This is an optimization exercise on Yosys and OpenROAD, whose aim is small area, a short achievable clock period and few clock cycles per item, not a production implementation.
The RTL was checked by simulation tests, not by an equivalence proof against the original design.

==> run Z <==
==> flow/design.v (excerpt) <==
module aesha_keccak(input  logic         i_clk,
                    input  logic         i_reset,    
                    input  logic         i_start,
                    input  logic [511:0] i_data,
                    output logic [511:0] o_data,
                    output logic         o_busy,
                    output logic         o_done
                   );
==> flow/config.mk <==
export PLATFORM = sky130hd
export DESIGN_NAME = aesha_keccak
export DESIGN_NICKNAME = aesha_keccak
export VERILOG_FILES = /design/flow/design.v
export SDC_FILE = /design/flow/constraint.sdc
export NUM_CORES = 4
export LEC_CHECK = 0
export CAP_MARGIN = 20
export CORE_MARGIN = 2
export CORE_UTILIZATION = 40
export CTS_BUF_LIST = sky130_fd_sc_hd__clkbuf_16
export CTS_CLUSTER_DIAMETER = 60
export CTS_CLUSTER_SIZE = 20
export PLACE_DENSITY = 0.5
export SETUP_SLACK_MARGIN = 2.0
export SLEW_MARGIN = 20
export SYNTH_HIERARCHICAL = 1
==> flow/constraint.sdc <==
create_clock -name core_clock -period 5.5 [get_ports {i_clk}]
set_input_delay 1.1000 -clock core_clock [delete_from_list [all_inputs] [get_ports {i_clk}]]
set_output_delay 1.1000 -clock core_clock [all_outputs]
set_load 0.01 [all_outputs]
standard.sh (not shown) runs the stock make flow with config.mk's settings and CLKGATE_MAP_FILE= SYNTH_SCRIPT=/design/flow/synth_recipe.tcl, a recipe that flattens the netlist after the stock synthesis.
==> flow/flow/run.sh <==
#!/bin/bash
# The standard ORFS layout (standard.sh), with faster, smaller port buffers
# (buffer_ports -buffer_cell) and sizing not tied to cell footprints.
set -euo pipefail
bash standard.sh \
  "BUFFER_PORTS_ARGS=-buffer_cell sky130_fd_sc_hd__buf_2" \
  MATCH_CELL_FOOTPRINT=0 \
  finish > standard_sh.log 2>&1
==> run A (differences from run Z) <==
--- a/flow/design.v
+++ b/flow/design.v
@@ -354,37 +354,45 @@
     kxn2 u_t_19(.a(a[19]), .b(d[4]), .y(t[19]));
     assign b[13] = {t[19][55:0], t[19][63:56]};
     kx2  u_t_24(.a(a[24]), .b(d[4]), .y(t[24]));
     assign b[4] = {t[24][49:0], t[24][63:50]};
     logic [63:0] b0;
     assign b0 = b[0] ^ rc;
     logic [63:0] g0; knand u_g0(.a(b[1]), .b(b[2]), .y(g0));
-    logic [63:0] z0; kxn2 u_z0(.a(b0), .b(g0), .y(z0));
-    kmux u_ld0(.s(ldv), .a(z0), .b(a_in[0]), .y(a_nx[0]));
+    logic [63:0] zn0; kx2  u_z0(.a(b0), .b(g0), .y(zn0));
+    logic [63:0] y0; knor u_ldz0(.a(ldv), .b(zn0), .y(y0));
+    ka21o u_ld0(.a1(a_in[0]), .a2(ldv), .b1(y0), .y(a_nx[0]));
     logic [63:0] g1; knor  u_g1(.a(b[2]), .b(b[3]), .y(g1));
-    logic [63:0] z1; kxn2 u_z1(.a(b[1]), .b(g1), .y(z1));
-    kmux u_ld1(.s(ldv), .a(z1), .b(a_in[1]), .y(a_nx[1]));
+    logic [63:0] zn1; kx2  u_z1(.a(b[1]), .b(g1), .y(zn1));
+    logic [63:0] y1; knor u_ldz1(.a(ldv), .b(zn1), .y(y1));
+    ka21o u_ld1(.a1(a_in[1]), .a2(ldv), .b1(y1), .y(a_nx[1]));
     logic [63:0] g2; knand u_g2(.a(b[3]), .b(b[4]), .y(g2));
-    logic [63:0] z2; kxn2 u_z2(.a(b[2]), .b(g2), .y(z2));
-    kmux u_ld2(.s(ldv), .a(z2), .b(a_in[2]), .y(a_nx[2]));
+    logic [63:0] zn2; kx2  u_z2(.a(b[2]), .b(g2), .y(zn2));
+    logic [63:0] y2; knor u_ldz2(.a(ldv), .b(zn2), .y(y2));
+    ka21o u_ld2(.a1(a_in[2]), .a2(ldv), .b1(y2), .y(a_nx[2]));
     logic [63:0] g3; kornb u_g3(.a(b[0]), .b(b[4]), .y(g3));
-    logic [63:0] z3; kx2  u_z3(.a(b[3]), .b(g3), .y(z3));
-    kmux u_ld3(.s(ldv), .a(z3), .b(a_in[3]), .y(a_nx[3]));
+    logic [63:0] zn3; kxn2 u_z3(.a(b[3]), .b(g3), .y(zn3));
+    logic [63:0] y3; knor u_ldz3(.a(ldv), .b(zn3), .y(y3));
+    ka21o u_ld3(.a1(a_in[3]), .a2(ldv), .b1(y3), .y(a_nx[3]));
     logic [63:0] g4; knor  u_g4(.a(b[0]), .b(b[1]), .y(g4));
-    logic [63:0] z4; kx2  u_z4(.a(b[4]), .b(g4), .y(z4));
-    kmux u_ld4(.s(ldv), .a(z4), .b(a_in[4]), .y(a_nx[4]));
+    logic [63:0] zn4; kxn2 u_z4(.a(b[4]), .b(g4), .y(zn4));
+    logic [63:0] y4; knor u_ldz4(.a(ldv), .b(zn4), .y(y4));
+    ka21o u_ld4(.a1(a_in[4]), .a2(ldv), .b1(y4), .y(a_nx[4]));
     logic [63:0] g5; knand u_g5(.a(b[6]), .b(b[7]), .y(g5));
-    logic [63:0] z5; kxn2 u_z5(.a(b[5]), .b(g5), .y(z5));
-    kmux u_ld5(.s(ldv), .a(z5), .b(a_in[5]), .y(a_nx[5]));
+    logic [63:0] zn5; kx2  u_z5(.a(b[5]), .b(g5), .y(zn5));
+    logic [63:0] y5; knor u_ldz5(.a(ldv), .b(zn5), .y(y5));
+    ka21o u_ld5(.a1(a_in[5]), .a2(ldv), .b1(y5), .y(a_nx[5]));
     logic [63:0] g6; knor  u_g6(.a(b[7]), .b(b[8]), .y(g6));
-    logic [63:0] z6; kxn2 u_z6(.a(b[6]), .b(g6), .y(z6));
-    kmux u_ld6(.s(ldv), .a(z6), .b(a_in[6]), .y(a_nx[6]));
+    logic [63:0] zn6; kx2  u_z6(.a(b[6]), .b(g6), .y(zn6));
+    logic [63:0] y6; knor u_ldz6(.a(ldv), .b(zn6), .y(y6));
+    ka21o u_ld6(.a1(a_in[6]), .a2(ldv), .b1(y6), .y(a_nx[6]));
     logic [63:0] g7; knand u_g7(.a(b[8]), .b(b[9]), .y(g7));
-    logic [63:0] z7; kxn2 u_z7(.a(b[7]), .b(g7), .y(z7));
-    kmux u_ld7(.s(ldv), .a(z7), .b(a_in[7]), .y(a_nx[7]));
+    logic [63:0] zn7; kx2  u_z7(.a(b[7]), .b(g7), .y(zn7));
+    logic [63:0] y7; knor u_ldz7(.a(ldv), .b(zn7), .y(y7));
+    ka21o u_ld7(.a1(a_in[7]), .a2(ldv), .b1(y7), .y(a_nx[7]));
     logic [63:0] g8; kornb u_g8(.a(b[5]), .b(b[9]), .y(g8));
     logic [63:0] zn8; kxn2 u_z8(.a(b[8]), .b(g8), .y(zn8));
     logic [63:0] y8; knor u_ld8(.a(ldv), .b(zn8), .y(y8));
     assign a_nx[8] = y8 | {ld, 62'h0, ld};
     logic [63:0] g9; knor  u_g9(.a(b[5]), .b(b[6]), .y(g9));
     logic [63:0] zn9; kxn2 u_z9(.a(b[9]), .b(g9), .y(zn9));
     knor u_ld9(.a(ldv), .b(zn9), .y(a_nx[9]));
@@ -486,12 +494,10 @@
 endmodule
 module knor(input  logic [63:0] a, b, output logic [63:0] y);
     assign y = ~(a | b);
 endmodule
 module kornb(input  logic [63:0] a, b, output logic [63:0] y);
     assign y = b | ~a;
 endmodule
-module kmux(input  logic [63:0] s, a, b, output logic [63:0] y);
-    for (genvar i = 0; i < 64; i++) begin : g_bit
-        assign y[i] = s[i] ? b[i] : a[i];
-    end
+module ka21o(input  logic [63:0] a1, a2, b1, output logic [63:0] y);
+    assign y = (a1 & a2) | b1;
 endmodule
==> flow/config.mk (replaced) <==
export PLATFORM = sky130hd
export DESIGN_NAME = aesha_keccak
export DESIGN_NICKNAME = aesha_keccak
export VERILOG_FILES = /design/flow/design.v
export SDC_FILE = /design/flow/constraint.sdc
export NUM_CORES = 4
export LEC_CHECK = 0
export CAP_MARGIN = 40
export CORE_MARGIN = 2
export CORE_UTILIZATION = 50
export CTS_BUF_LIST = sky130_fd_sc_hd__clkbuf_16
export CTS_CLUSTER_DIAMETER = 60
export CTS_CLUSTER_SIZE = 20
export GPL_ROUTABILITY_DRIVEN = 0
export PLACE_DENSITY = 0.6
export SETUP_SLACK_MARGIN = 2.0
export SLEW_MARGIN = 20
export SYNTH_HIERARCHICAL = 1
==> summary of the runs <==
- Against run A, the setup slack of run Z is better by 700 ps.
- Flip-flop and latch count is the same in run Z and run A.
- Sequential share of layout area: run A is higher than run Z (1.9 points).
- Run A reached the layout checks and failed them: max-capacitance violations, max-slew violations. Run Z completed with no timing, DRC or antenna violations.
- Non-clock buffer count: run Z is lower than run A (231).
- In run A the die area is smaller than in run Z, by about 21%.
- Against run A, the critical path depth of run Z is lower by 1.
Testbench counts of run Z, summed over its fixed seeds: cycles 8,000, items 320.
Testbench counts of run A, summed over its fixed seeds: cycles 8,000, items 320.

[afterwards: timing with drivers on the ports]
The flow's constraints put no driver on any port. The routed layouts listed below were extracted and timed again, unchanged, in two steps.
Step 1: set_driving_cell puts a clkbuf_16 on i_clk and a buf_2 on each other input, an assumption about the parent block.
Step 2 also shifts input and output timing later by t, the mid clock arrival at the registers, as if the neighbouring blocks saw the same clock.
Slacks: no drivers / after step 1 / after step 2; pairs: no drivers / after step 1.
run | t (ns) | slack for setup (ns) | hold slack, ns | latest minus earliest clock arrival (ns) | worst data-port slew with drivers (ns) | cell pins on the clock port's net
run Z | 0.989 | 1.720 / 1.720 / 1.720 | 0.066 / -0.011 / 0.659 | 0.042 / 0.042 | 0.11 | 1
run A | 0.982 | 1.020 / 1.020 / 1.020 | 0.067 / -0.024 / 0.647 | 0.077 / 0.077 | 0.06 | 1
